Source: an optimization exercise on an open RTL-to-GDS flow (aim: small area and a short achievable clock period). Production flows keep margins and buffers that such runs may drop. RTL that was checked went through simulation tests only; none was proved equivalent to the original. Only the layout flow was run in run 1; the RTL was not checked for function there. Power is estimated from default activity; no workload was simulated.

==> flow/design.v, too long to show whole: its modules and the start of the top module <==
// module Decoder: 6 lines
// module DIV_UNIT: 1309 lines
// module MUL_UNIT: 1123 lines
// module LOGIC_UNIT: 8 lines
// module SHIFT_UNIT: 9 lines
// module CMP_UNIT: 10 lines
// module ALU_TOP: 62 lines
module ALU_TOP (
input  wire [15:0] A ,
input  wire [15:0] B ,
input  wire [3:0]  ALU_FUNC ,
input  wire        CLK ,
output reg  [31:0] Arith_OUT ,
output wire        Carry_OUT ,
output reg         Arith_Flag ,
output reg  [15:0] Logic_OUT ,
output reg         Logic_Flag ,
output reg  [15:0] Shift_OUT ,
output reg         Shift_Flag ,
output reg  [2:0]  CMP_OUT ,
output reg         CMP_Flag
);
  // ...
==> flow/flow/run.sh <==
#!/bin/bash
# Layout flow: the standard synthesis, then the combinational logic is
# re-mapped (full-adder polarity chosen to save inverters, other cells
# re-mapped by ABC; flip-flops untouched), proven equivalent to the standard
# netlist, and laid out by the standard flow with small port buffers.
set -euo pipefail
F=$PWD/flow
source $F/params.sh
R=$PWD/orfs/results/sky130hd/ALU_TOP/base
export LIB=$FLOW_HOME/platforms/sky130hd/lib/sky130_fd_sc_hd__tt_025C_1v80.lib
export YOSYS=$(command -v yosys || echo /OpenROAD-flow-scripts/tools/install/yosys/bin/yosys)
export YOSYS_ABC=$(command -v yosys-abc || echo $(dirname $YOSYS)/yosys-abc)

bash standard.sh synth > synth.log 2>&1
cp $R/1_2_yosys.v std_synth.v
python3 $F/fixinv.py std_synth.v fixinv1.v $SOFTEN > fixinv1.log 2>&1
RS_IN=$PWD/fixinv1.v RS_OUT=$PWD/resynth.v RS_LIB=$LIB RS_SCRIPT=$F/$ABC_SCRIPT \
  RS_DONT_USE="$(cat $F/dont_use.txt)" RS_CONSTR=$F/abc.constr \
  $YOSYS -c $F/resynth.tcl > resynth.log 2>&1
python3 $F/fixinv.py resynth.v fixinv2.v > fixinv2.log 2>&1
if bash $F/equiv.sh std_synth.v fixinv2.v $PWD/equiv > equiv.log 2>&1; then
  echo "re-mapped netlist proven equivalent" >> equiv.log
  cp fixinv2.v $R/1_2_yosys.v
  rm -f $R/1_synth.odb $R/1_synth.sdc
else
  echo "equivalence not proven: keeping the standard netlist" >> equiv.log
fi
bash standard.sh "${EXTRA[@]}" finish > layout.log 2>&1
==> flow/flow/abc.constr <==
set_driving_cell sky130_fd_sc_hd__buf_1
set_load 5
==> flow/flow/cutff.py <==
#!/usr/bin/env python3
"""cutff.py IN.v OUT.v: turn every dfxtp flip-flop into a pair of ports
(Q as input ffq_N, D as output ffd_N, N from the sorted instance names)."""
import re, sys
src = open(sys.argv[1]).read()
inst_re = re.compile(r"^\s*(sky130_fd_sc_hd__dfxtp_\w+)\s+(\\\S+\s|\S+)\s*\((.*?)\);", re.S | re.M)
ffs = []
def repl(m):
    pins = dict((p, n.strip()) for p, n in re.findall(r"\.(\w+)\(\s*(.*?)\s*\)\s*(?:,|$)", m.group(3), re.S))
    ffs.append((m.group(2).strip(), pins))
    return ""
body = inst_re.sub(repl, src)
ffs.sort()
esc = lambda s: s + " " if s.startswith("\\") else s
hdr_end = body.index(");") 
ports = ", ".join(f"ffq_{i}, ffd_{i}" for i in range(len(ffs)))
body = body[:hdr_end] + ", " + ports + body[hdr_end:]
decl = "".join(f"  input ffq_{i};\n  output ffd_{i};\n  assign {esc(p['Q'])} = ffq_{i};\n  assign ffd_{i} = {esc(p['D'])};\n" for i, (n, p) in enumerate(ffs))
k = body.rindex("endmodule")
body = body[:k] + decl + body[k:]
open(sys.argv[2], "w").write(body)
sys.stderr.write(f"cutff: {len(ffs)} flip-flops\n")
==> flow/flow/dont_use.txt <==
sky130_fd_sc_hd__probe_p_8 sky130_fd_sc_hd__probec_p_8 sky130_fd_sc_hd__lpflow_bleeder_1 sky130_fd_sc_hd__lpflow_clkbufkapwr_1 sky130_fd_sc_hd__lpflow_clkbufkapwr_16 sky130_fd_sc_hd__lpflow_clkbufkapwr_2 sky130_fd_sc_hd__lpflow_clkbufkapwr_4 sky130_fd_sc_hd__lpflow_clkbufkapwr_8 sky130_fd_sc_hd__lpflow_clkinvkapwr_1 sky130_fd_sc_hd__lpflow_clkinvkapwr_16 sky130_fd_sc_hd__lpflow_clkinvkapwr_2 sky130_fd_sc_hd__lpflow_clkinvkapwr_4 sky130_fd_sc_hd__lpflow_clkinvkapwr_8 sky130_fd_sc_hd__lpflow_decapkapwr_12 sky130_fd_sc_hd__lpflow_decapkapwr_3 sky130_fd_sc_hd__lpflow_decapkapwr_4 sky130_fd_sc_hd__lpflow_decapkapwr_6 sky130_fd_sc_hd__lpflow_decapkapwr_8 sky130_fd_sc_hd__lpflow_inputiso0n_1 sky130_fd_sc_hd__lpflow_inputiso0p_1 sky130_fd_sc_hd__lpflow_inputiso1n_1 sky130_fd_sc_hd__lpflow_inputiso1p_1 sky130_fd_sc_hd__lpflow_inputisolatch_1 sky130_fd_sc_hd__lpflow_isobufsrc_1 sky130_fd_sc_hd__lpflow_isobufsrc_16 sky130_fd_sc_hd__lpflow_isobufsrc_2 sky130_fd_sc_hd__lpflow_isobufsrc_4 sky130_fd_sc_hd__lpflow_isobufsrc_8 sky130_fd_sc_hd__lpflow_isobufsrckapwr_16 sky130_fd_sc_hd__lpflow_lsbuf_lh_hl_isowell_tap_1 sky130_fd_sc_hd__lpflow_lsbuf_lh_hl_isowell_tap_2 sky130_fd_sc_hd__lpflow_lsbuf_lh_hl_isowell_tap_4 sky130_fd_sc_hd__lpflow_lsbuf_lh_isowell_4 sky130_fd_sc_hd__lpflow_lsbuf_lh_isowell_tap_1 sky130_fd_sc_hd__lpflow_lsbuf_lh_isowell_tap_2 sky130_fd_sc_hd__lpflow_lsbuf_lh_isowell_tap_4
==> flow/flow/equiv.sh <==
#!/bin/bash
# equiv.sh GOLD.v GATE.v DIR: prove two sky130 netlists with the same flip-flops equivalent
set -u
T=$3; mkdir -p $T
F=$(dirname "$0")
python3 $F/cutff.py $1 $T/gold.v && python3 $F/cutff.py $2 $T/gate.v || exit 1
cat > $T/eq.ys <<EOT
read_liberty -ignore_miss_func $LIB
read_verilog -noblackbox $T/gold.v
rename ALU_TOP gold
read_verilog -noblackbox $T/gate.v
rename ALU_TOP gate
flatten gold gate
miter -equiv -flatten gold gate miter
hierarchy -top miter
flatten
techmap
aigmap
opt_clean
write_aiger -zinit $T/miter.aig
EOT
$YOSYS $T/eq.ys > $T/eq_yosys.log 2>&1 || exit 1
$YOSYS_ABC -c "read $T/miter.aig; strash; print_stats; iprove" > $T/eq_abc.log 2>&1
grep -q "^UNSATISFIABLE" $T/eq_abc.log
==> flow/flow/fixinv.py <==
#!/usr/bin/env python3
"""Re-choose the polarity of sky130 full adders in a Yosys netlist to need
fewer inverters.

A full adder is self-dual: FA(~a,~b,~c) = (~sum, ~cout).  Each fa cell may be
used in either polarity; a local search picks the polarities that need the
fewest inverters, then every inv_1 (except ones driving ports) is rebuilt:
at most one inverter per signal.  The logic function is unchanged and
flip-flops are not touched.
Usage: fixinv.py IN.v OUT.v
"""
import re, sys, random

OUTPINS = {"X", "Y", "Q", "Q_N", "SUM", "COUT", "HI", "LO"}
INV = "sky130_fd_sc_hd__inv_1"
FA = "sky130_fd_sc_hd__fa_1"

src = open(sys.argv[1]).read()
m = re.search(r"^\s*sky130_fd_sc_hd__\w+\s", src, re.M)
head = src[:m.start()]
body = src[m.start():src.rindex("endmodule")]
if re.search(r"^\s*assign\s", body, re.M):
    sys.exit("fixinv: assign statements in the cell list are not handled")
inst_re = re.compile(r"(sky130_fd_sc_hd__\w+)\s+(\\\S+\s|\S+)\s*\((.*?)\);", re.S)
pin_re = re.compile(r"\.(\w+)\(\s*(.*?)\s*\)\s*(?:,|$)", re.S)
insts = {}
for t, n, pins in inst_re.findall(body):
    insts[n.strip()] = [t, {p: net.strip() for p, net in pin_re.findall(pins)}]
ports = set()
for d, rng, names in re.findall(r"^\s*(input|output|inout)\s+(\[[^\]]+\]\s+)?([^;]+);", head, re.M):
    for nm in names.split(","):
        nm = nm.strip()
        ports.add(nm)
        if rng:
            hi, lo = map(int, re.findall(r"-?\d+", rng))
            for i in range(min(hi, lo), max(hi, lo) + 1):
                ports.add(f"{nm}[{i}]")

drv = {}
for n, (t, pins) in insts.items():
    for p, net in pins.items():
        if p in OUTPINS:
            drv[net] = (n, p)
# inverters that may be rebuilt: inv_1 not driving a port
free_inv = {n for n, (t, pins) in insts.items() if t == INV and pins["Y"] not in ports}
def base_of(net):
    par = 0
    seen = 0
    while net in drv and drv[net][0] in free_inv and seen < 100:
        net = insts[drv[net][0]][1]["A"]
        par ^= 1
        seen += 1
    return net, par
fas = [n for n, (t, _) in insts.items() if t == FA]
fa_idx = {n: i for i, n in enumerate(fas)}
# source variable of each base signal
src_var = {}
for n in fas:
    for p in ("SUM", "COUT"):
        src_var[insts[n][1][p]] = fa_idx[n]
# fas whose outputs reach ports keep their polarity
fixed = set()
# consumers: list of (base, parity, fa index or None, inst, pin)
cons = {}
for n, (t, pins) in insts.items():
    if n in free_inv:
        continue
    for p, net in pins.items():
        if p in OUTPINS:
            continue
        b, par = base_of(net)
        v = fa_idx[n] if t == FA else None
        cons.setdefault(b, []).append((par, v, n, p))
for net in ports:
    if net in drv or net in src_var:
        b, par = base_of(net)
        if b in src_var:
            fixed.add(src_var[b])
x = [0] * len(fas)
def sig_cost(b):
    sp = x[src_var[b]] if b in src_var else 0
    for par, v, _, _ in cons.get(b, ()):
        w = par ^ (x[v] if v is not None else 0)
        if w != sp:
            return 1
    return 0
# signals touched by each fa
touch = [set() for _ in fas]
for b, cl in cons.items():
    for _, v, _, _ in cl:
        if v is not None:
            touch[v].add(b)
for b, v in src_var.items():
    touch[v].add(b)
def total():
    return sum(sig_cost(b) for b in cons)
start = total()
best_x, best = list(x), start
cur = start
rng = random.Random(1)
T = 1.0
for step in range(200000 if fas else 0):
    i = rng.randrange(len(fas))
    if i in fixed:
        continue
    before = sum(sig_cost(b) for b in touch[i])
    x[i] ^= 1
    d = sum(sig_cost(b) for b in touch[i]) - before
    if d <= 0 or rng.random() < pow(2.718, -d / T):
        cur += d
        if cur < best:
            best, best_x = cur, list(x)
    else:
        x[i] ^= 1
    T = max(0.05, T * 0.99997)
x = best_x
sys.stderr.write(f"fixinv: signals needing an inverter {start} -> {total()} "
                 f"({sum(x)} of {len(fas)} full adders flipped; {len(free_inv)} inverters before)\n")
# rebuild
for n in free_inv:
    del insts[n]
cnt = [0]
inv_net = {}
new_wires = []
for b, cl in cons.items():
    sp = x[src_var[b]] if b in src_var else 0
    for par, v, n, p in cl:
        w = par ^ (x[v] if v is not None else 0)
        if w == sp:
            insts[n][1][p] = b
        else:
            if b not in inv_net:
                cnt[0] += 1
                y = f"_fixinv_n{cnt[0]}_"
                new_wires.append(y)
                insts[f"_fixinv_i{cnt[0]}_"] = [INV, {"A": b, "Y": y}]
                inv_net[b] = y
            insts[n][1][p] = inv_net[b]
sys.stderr.write(f"fixinv: inverters now {sum(1 for t, _ in insts.values() if t == INV)}\n")
SOFT = "--soften" in sys.argv
soft_def = ""
if SOFT:
    # full adders whose carry feeds logic other than full adders are handed
    # back to ABC (as plain logic) so it can restructure those paths
    drv2, loads2 = {}, {}
    for n, (t, pins) in insts.items():
        for p, net in pins.items():
            if p in OUTPINS: drv2[net] = n
            else: loads2.setdefault(net, []).append(n)
    def fa_only(net):
        for ln in loads2.get(net, []):
            t = insts[ln][0]
            if t == FA: continue
            if t == INV and all(insts[l2][0] == FA for l2 in loads2.get(insts[ln][1]["Y"], [])): continue
            return False
        return True
    nsoft = 0
    for n, (t, pins) in list(insts.items()):
        if t == FA and ("--soften-all" in sys.argv or not fa_only(pins["COUT"])
                        or ("--soften-sum" in sys.argv and not fa_only(pins["SUM"]))):
            insts[n][0] = "fa_soft"; nsoft += 1
    sys.stderr.write(f"fixinv: {nsoft} full adders handed back as logic\n")
    soft_def = """
module fa_soft (A, B, CIN, SUM, COUT);
  input A, B, CIN;
  output SUM, COUT;
  assign SUM = A ^ B ^ CIN;
  assign COUT = (A & B) | (A & CIN) | (B & CIN);
endmodule
"""
out = [head.rstrip("\n") + "\n"]
for w in new_wires:
    out.append(f"  wire {w};\n")
for n, (t, pins) in insts.items():
    esc = lambda s: s + " " if s.startswith("\\") else s
    pl = ",\n".join(f"    .{p}({esc(net)})" for p, net in pins.items())
    out.append(f"  {t} {esc(n)} (\n{pl}\n  );\n")
out.append("endmodule\n")
out.append(soft_def)
open(sys.argv[2], "w").write("".join(out))
==> flow/flow/params.sh <==
ABC_SCRIPT=resynth.abc
SOFTEN="--soften"
EXTRA=("BUFFER_PORTS_ARGS=-buffer_cell sky130_fd_sc_hd__buf_1")
==> flow/flow/resynth.abc <==
strash
dc2
dch
map -B 0.9
topo
stime -c
upsize -c
dnsize -c
==> flow/flow/resynth.tcl <==
# Re-map the combinational logic of a synthesized sky130 netlist with ABC.
# Full adders, flip-flops and tie cells stay as they are; every other cell is
# dissolved into its logic function and mapped again.
# env: RS_IN, RS_OUT, RS_LIB, RS_SCRIPT, RS_DONT_USE, RS_CONSTR
yosys -import
set lib $::env(RS_LIB)
read_liberty -ignore_miss_func $lib
read_verilog -noblackbox $::env(RS_IN)
hierarchy -top ALU_TOP
set keep {sky130_fd_sc_hd__fa_1 sky130_fd_sc_hd__dfxtp_1 sky130_fd_sc_hd__conb_1}
foreach c $keep { catch { setattr -mod -set keep_hierarchy 1 $c } }
flatten
foreach c $keep { catch { blackbox $c } }
techmap
opt -fast
opt_clean -purge
set dont {}
foreach c $::env(RS_DONT_USE) { lappend dont -dont_use $c }
abc -liberty $lib {*}$dont -script $::env(RS_SCRIPT) -constr $::env(RS_CONSTR)
opt_clean -purge
hilomap -singleton -hicell sky130_fd_sc_hd__conb_1 HI -locell sky130_fd_sc_hd__conb_1 LO
splitnets
opt_clean -purge
insbuf -buf sky130_fd_sc_hd__buf_2 A X
opt_clean -purge
stat -liberty $lib
write_verilog -noattr -noexpr -nohex -nodec -selected $::env(RS_OUT)
==> flow/standard.sh <==
#!/bin/bash
# synth_recipe.tcl (not shown) runs the flow's synth.tcl, then flattens the netlist and writes it again
# the make line also repeats each setting of config.mk as NAME=value (left out here)
make -C /OpenROAD-flow-scripts/flow DESIGN_CONFIG=/design/flow/config.mk WORK_HOME=/design/flow/orfs CLKGATE_MAP_FILE= SYNTH_SCRIPT=/design/flow/synth_recipe.tcl "${@:-finish}"
==> flow/config.mk <==
export PLATFORM = sky130hd
export DESIGN_NAME = ALU_TOP
export DESIGN_NICKNAME = ALU_TOP
export VERILOG_FILES = /design/flow/design.v
export SDC_FILE = /design/flow/constraint.sdc
export NUM_CORES = 4
export LEC_CHECK = 0
export ABC_AREA = 1
export CAP_MARGIN = 20
export CORE_MARGIN = 2
export CORE_UTILIZATION = 40
export SLEW_MARGIN = 20
==> flow/constraint.sdc <==
create_clock -name core_clock -period 105.0 [get_ports {CLK}]
set_input_delay 21.0000 -clock core_clock [delete_from_list [all_inputs] [get_ports {CLK}]]
set_output_delay 21.0000 -clock core_clock [all_outputs]
set_load 0.01 [all_outputs]
==> results.py, run 1 <==
metrics = {
    "detailed_routing": {
        "wl_per_cell_um": 21.3,
        "antenna_left": 0,
        "vias": 18900,
        "route.detailed.drc": 0,
        "drtIter0Drc": 1707,
    },
    "global_routing": {
        "met2_usage_pct": 50.4,
        "met1_usage_pct": 46.6,
        "grt-ovfl-total": 0,
    },
    "clocking": {
        "cts_resized": 0,
        "clkTransAtPathRegs_ns": 0.07,
        "cts_tree": "done",
    },
    "power_and_ir_drop": {
        "combPwrFrac_pct": 80.9,
        "sw_frac_of_total_pct": 56.2,
        "peakVddDrop_mv": 0.0153,
        "p_int_mw": 0.144,
    },
    "die": {
        "die_h_um": 203,
        "initial_utilization_pct": 40.2,
    },
    "cells_and_area": {
        "nMultiInputCombCells": 2159,
        "layout.nonclk_buf_share_pct": 4.68,
        "seqAreaFraction_pct": 7.92,
        "clk_share_pct": 1.63,
        "layout_commonest_cell": "nand2_1",
        "fin_cells": 3276,
        "largest_reg_flops": 32,
        "fillers": 4270,
    },
    "logic_synthesis": {
        "synthesis.nets": 2740,
    },
    "timing": {
        "hold_slack_ns": 20.97,
        "timing.final.crit_share_pct": 33.3,
        "fmax_mhz": 28.6,
        "finalSetupViolations": 0,
    },
    "outcome": {
        "status": "complete, no violations",
    },
    "critical_path": {
        "end_kind": "flip-flop",
        "crit_buf_inv": 9,
    },
    "min_path": {
        "hold_path_end": "CMP_Flag$_DFF_P_",
    },
}
==> run 2, diff against run 1 <==
--- a/flow/design.v
+++ b/flow/design.v
@@ -535,17 +535,20 @@
 wire s3_3_p3_8 = s3_3_p8 & s3_3_p2_7;
 wire s3_3_g3_9 = s3_3_g0_9 | (s3_3_p0_9 & s3_3_g2_7);
 wire s3_3_p3_9 = s3_3_p0_9 & s3_3_p2_7;
 wire [9:0] d3_3 = {p3[9] ^ b3[9] ^ s3_3_g3_8, p3[8] ^ b3[8] ^ s3_3_g2_7, p3[7] ^ b3[7] ^ s3_3_g2_6, p3[6] ^ b3[6] ^ s3_3_g2_5, p3[5] ^ b3[5] ^ s3_3_g2_4, p3[4] ^ b3[4] ^ s3_3_g1_3, p3[3] ^ b3[3] ^ s3_3_g1_2, p3[2] ^ b3[2] ^ s3_3_g0_1, p3[1] ^ b3[1] ^ s3_3_g0, p3[0] ^ b3[0] ^ 1'b0};
 wire [9:0] c3_3 = {s3_3_g3_8, s3_3_g2_7, s3_3_g2_6, s3_3_g2_5, s3_3_g2_4, s3_3_g1_3, s3_3_g1_2, s3_3_g0_1, s3_3_g0, 1'b0};
 wire ge3_3 = fit3_3 & ~s3_3_g3_9;
 assign Q[7] = ge3_2;
 assign Q[6] = ge3_3 | (ge3_1 & ~ge3_2);
-wire [15:0] r3 = {ge3_3 ? d3_3 : ge3_2 ? d3_2 : ge3_1 ? d3_1 : p3, r4[5:0]};
+wire sel3_3 = ge3_3;
+wire sel3_2 = ge3_2 & ~ge3_3;
+wire sel3_1 = ge3_1 & ~ge3_2;
+wire [15:0] r3 = {p3[9] ^ ((sel3_1 & (b1[9] ^ c3_1[9])) | (sel3_2 & (b2[9] ^ c3_2[9])) | (sel3_3 & (b3[9] ^ c3_3[9]))), p3[8] ^ ((sel3_1 & (b1[8] ^ c3_1[8])) | (sel3_2 & (b2[8] ^ c3_2[8])) | (sel3_3 & (b3[8] ^ c3_3[8]))), p3[7] ^ ((sel3_1 & (b1[7] ^ c3_1[7])) | (sel3_2 & (b2[7] ^ c3_2[7])) | (sel3_3 & (b3[7] ^ c3_3[7]))), p3[6] ^ ((sel3_1 & (b1[6] ^ c3_1[6])) | (sel3_2 & (b2[6] ^ c3_2[6])) | (sel3_3 & (b3[6] ^ c3_3[6]))), p3[5] ^ ((sel3_1 & (b1[5] ^ c3_1[5])) | (sel3_2 & (b2[5] ^ c3_2[5])) | (sel3_3 & (b3[5] ^ c3_3[5]))), p3[4] ^ ((sel3_1 & (b1[4] ^ c3_1[4])) | (sel3_2 & (b2[4] ^ c3_2[4])) | (sel3_3 & (b3[4] ^ c3_3[4]))), p3[3] ^ ((sel3_1 & (b1[3] ^ c3_1[3])) | (sel3_2 & (b2[3] ^ c3_2[3])) | (sel3_3 & (b3[3] ^ c3_3[3]))), p3[2] ^ ((sel3_1 & (b1[2] ^ c3_1[2])) | (sel3_2 & (b2[2] ^ c3_2[2])) | (sel3_3 & (b3[2] ^ c3_3[2]))), p3[1] ^ ((sel3_1 & (b1[1] ^ c3_1[1])) | (sel3_2 & (b2[1] ^ c3_2[1])) | (sel3_3 & (b3[1] ^ c3_3[1]))), p3[0] ^ ((sel3_1 & (b1[0] ^ c3_1[0])) | (sel3_2 & (b2[0] ^ c3_2[0])) | (sel3_3 & (b3[0] ^ c3_3[0]))), r4[5:0]};
 wire [11:0] p2 = r3[15:4];
 wire fit2_1 = (B <= 16'd4095);
 wire fit2_2 = (B <= 16'd2047);
 wire fit2_3 = (B <= 16'd1365);
 wire s2_1_g0 = ~p2[0] & b1[0];
 wire s2_1_g1 = ~p2[1] & b1[1];
 wire s2_1_g2 = ~p2[2] & b1[2];
 wire s2_1_g3 = ~p2[3] & b1[3];
==> run 2 against run 1 <==
Against the previous run:
- die area decreased by 1.9%
- first-iteration DRC count increased by 29%
- flip-flop and latch count unchanged
- critical endpoint unchanged
- largest power group unchanged
==> results.py, run 2 <==
metrics = {
    "clocking": {
        "cts_buffers": 9,
        "cts.sinks": 70,
        "cts_resized": 0,
        "cts_root_buf": "clkbuf_16",
        "clkTransAtPathRegs_ns": 0.07,
        "htree_levels": 3,
        "post_cts_buffers": 0,
        "hold_buffers": 0,
        "cts_buffer_depth": 2,
        "cts_tree": "done",
    },
    "placement": {
        "gp_congestion": 0.994,
        "portBuffers": 107,
        "post_dp_cell_area_mm2": 0.0170,
        "dp_hpwl_um": 50500,
    },
    "detailed_routing": {
        "antenna_left": 0,
        "totalWireLength_um": 67800,
        "viasPerCell": 5.83,
        "dr.pass1.iters": 5,
        "wl_per_cell_um": 21.3,
        "vias": 18600,
        "drtIter0Drc": 2204,
        "route.detailed.drc": 0,
    },
    "power_and_ir_drop": {
        "sw_frac_of_total_pct": 55.6,
        "p_int_mw": 0.147,
        "powerDensity_mw_per_mm2": 19.1,
        "peakVddDrop_mv": 0.0163,
        "clockPowerShare_pct": 9.7,
        "power_frac_seq_pct": 9.5,
        "p_switching_mw": 0.184,
        "p_leak_nw": 7.54,
        "combPwrFrac_pct": 80.8,
    },
    "min_path": {
        "hp-class": "in -> reg",
        "hold_path_depth": 2,
        "hold_path.startpoint": "ALU_FUNC[2]",
        "hold_path_end": "CMP_Flag$_DFF_P_",
    },
    "global_routing": {
        "grt-ovfl-total": 0,
        "grt_usage_pct": 33.2,
        "grt_pass1_wl_um": 104000,
        "grt_max_degree": 64,
        "grt_pass1_vias": 17700,
        "antenna_found_initial": 1,
    },
    "critical_path": {
        "crit_top_cell": "nand2_1",
        "crit_path_start_kind": "input pin",
        "critical_path.slowest_cell": "xor2_1",
        "arrival_ns": 35.78,
        "crit_type": "in -> reg",
        "crit_path_max_incr_delay_ns": 0.47,
        "worstPathRequired_ns": 105.24,
        "end_kind": "flip-flop",
        "crit_buf_inv": 14,
        "path_max_fanout": 28,
        "path_delay_family": "simple AND/OR/NAND/NOR gates",
    },
    "cells_and_area": {
        "multiInputGateArea_mm2": 0.0130,
        "largest_register": "Arith_OUT",
        "largest_reg_flops": 32,
        "ff_latch_area_mm2": 0.00140,
        "fillers": 4189,
        "fin_nets": 2831,
        "n_antenna_cell": 0,
        "reg_top3": "Arith_OUT: 32 flops, Logic_OUT: 16 flops, Shift_OUT: 16 flops",
        "layout_commonest_cell": "nand2_1",
        "postLayoutCellArea_mm2": 0.0173,
        "layout-drive-gt1-share_pct": 8.65,
        "final_cell_mix": "nand2_1, clkinv_1, nand3_1",
        "area_growth_syn_to_layout_pct": 10.9,
    },
    "die": {
        "coreArea_mm2": 0.0386,
        "ios": 109,
        "initial_utilization_pct": 40.5,
        "rows": 72,
        "die_x_um": 202,
        "dieArea_mm2": 0.0406,
        "die_h_um": 202,
    },
    "logic_synthesis": {
        "synthesis.nets": 2668,
        "syn_area_mm2": 0.0156,
        "synth_warnings": 1,
        "synth.avg_cell_area_um2": 6.24,
        "syn-instance-count": 2502,
    },
    "timing": {
        "timing.final.crit_share_pct": 33.8,
        "fin_tns_setup_ns": 0,
        "finalMaxSlewViolations": 0,
        "layout_min_cycle_time_ns": 35.54,
        "slew_headroom_pct": 28.2,
        "rsz0062_at_grt": "false",
        "worstMarginPinSlew_ns": 1.08,
        "fmax_mhz": 28.1,
        "finalSetupViolations": 0,
        "hold_violations": 0,
    },
    "outcome": {
        "status": "complete, no violations",
    },
    "run": {
        "cap_viol_max_count": 0,
    },
}
run 2: cell count changes in the layout (fill, tap and decap cells not counted), sizes merged, moves of 7 or more:
cell,previous run,this run
xor2,197,190
nand2,817,787
inv,49,57
buf,158,150
clkinv,298,268
a21oi,133,105
nor3,16,9
xnor2,30,22
nor2,182,197
run 2: power groups by stage:
stage	Combinational, mW	Clock (mW)	Sequential (mW)
2_1_floorplan	0.197	0	0.0338
3_3_place_gp	0.262	0	0.0319
3_5_place_dp	0.265	0	0.0319
4_1_cts	0.267	0.0330	0.0314
5_1_grt	0.303	0.0341	0.0316
6_report	0.267	0.0322	0.0314
run 2: stage by stage:
stage          power (mW)  utilization, %  setup WS [ns]  hold WS, ns  cells
3_5_place_dp        0.297            44.1          69.63        21.28   3172
5_1_grt             0.369            44.9          68.14        20.93   3188
6_report            0.331            44.9          69.46        20.93   3188
4_1_cts             0.331            44.9          69.98        20.91   3188
3_3_place_gp        0.294            44.1          69.63        21.30   3172
2_1_floorplan       0.231               -          73.18        21.09   2502
run 2: layer usage:
| metal | track usage [%] | share of wire, % | up-vias |
|---|---|---|---|
| met5 | 0 | 0 | - |
| met4 | 15.2 | 4.6 | 0 |
| met3 | 4.52 | 9.8 | 191 |
| met2 | 51.7 | 43 | 1110 |
| met1 | 45.5 | 42 | 8642 |
| li1 | - | - | 8658 |
run 2: cell type report:
type / instances / area share, %
Timing Repair Buffer: 154 / 4.39
Multi-Input combinational cell: 2110 / 74.9
Inverter: 320 / 7.13
Clock buffer: 9 / 1.30
Tap cell: 518 / 3.74
Clock inverter: 7 / 0.412
Sequential cell: 70 / 8.09
run 2: worst max-delay path by stage:
stage	start	to	slack, ns	depth (start not counted)
2_1_floorplan	B[3]	Arith_OUT[0]$_SDFF_PN0_	73.18	111
3_3_place_gp	B[9]	Arith_OUT[0]$_SDFF_PN0_	69.63	123
3_5_place_dp	B[9]	Arith_OUT[0]$_SDFF_PN0_	69.63	116
4_1_cts	B[9]	Arith_OUT[0]$_SDFF_PN0_	69.98	116
5_1_grt	B[9]	Arith_OUT[0]$_SDFF_PN0_	68.14	118
6_report	B[9]	Arith_OUT[0]$_SDFF_PN0_	69.46	116

[static timing again, ports no longer ideal]
How much do the figures lean on ideal ports? The routed layouts below were timed once more, with nothing changed but the port constraints. Step 1: set_driving_cell puts a clkbuf_16 on CLK and a buf_2 on each other input, an assumption about the parent block. Step 2 moves the port delays by t, midway between the first and last clock arrival at a register: inputs arrive t later, outputs are due t later. That takes back most of the time a late clock gives input paths. Three values: ideal ports, drivers, drivers and shift; two values: the first two.
run | t (ns) | slack for setup (ns) | worst data-port slew with drivers (ns) | cell pins on the clock port's net
run 1 | 0.411 | 70.081 / 70.095 / 69.684 | 0.05 | 1
run 2 | 0.415 | 69.461 / 69.492 / 69.076 | 0.04 | 1
After both steps every run listed still meets setup and hold. The setup slack of run 1, which loses most, moves by +0.014 ns with the drivers and by -0.397 ns with both steps.
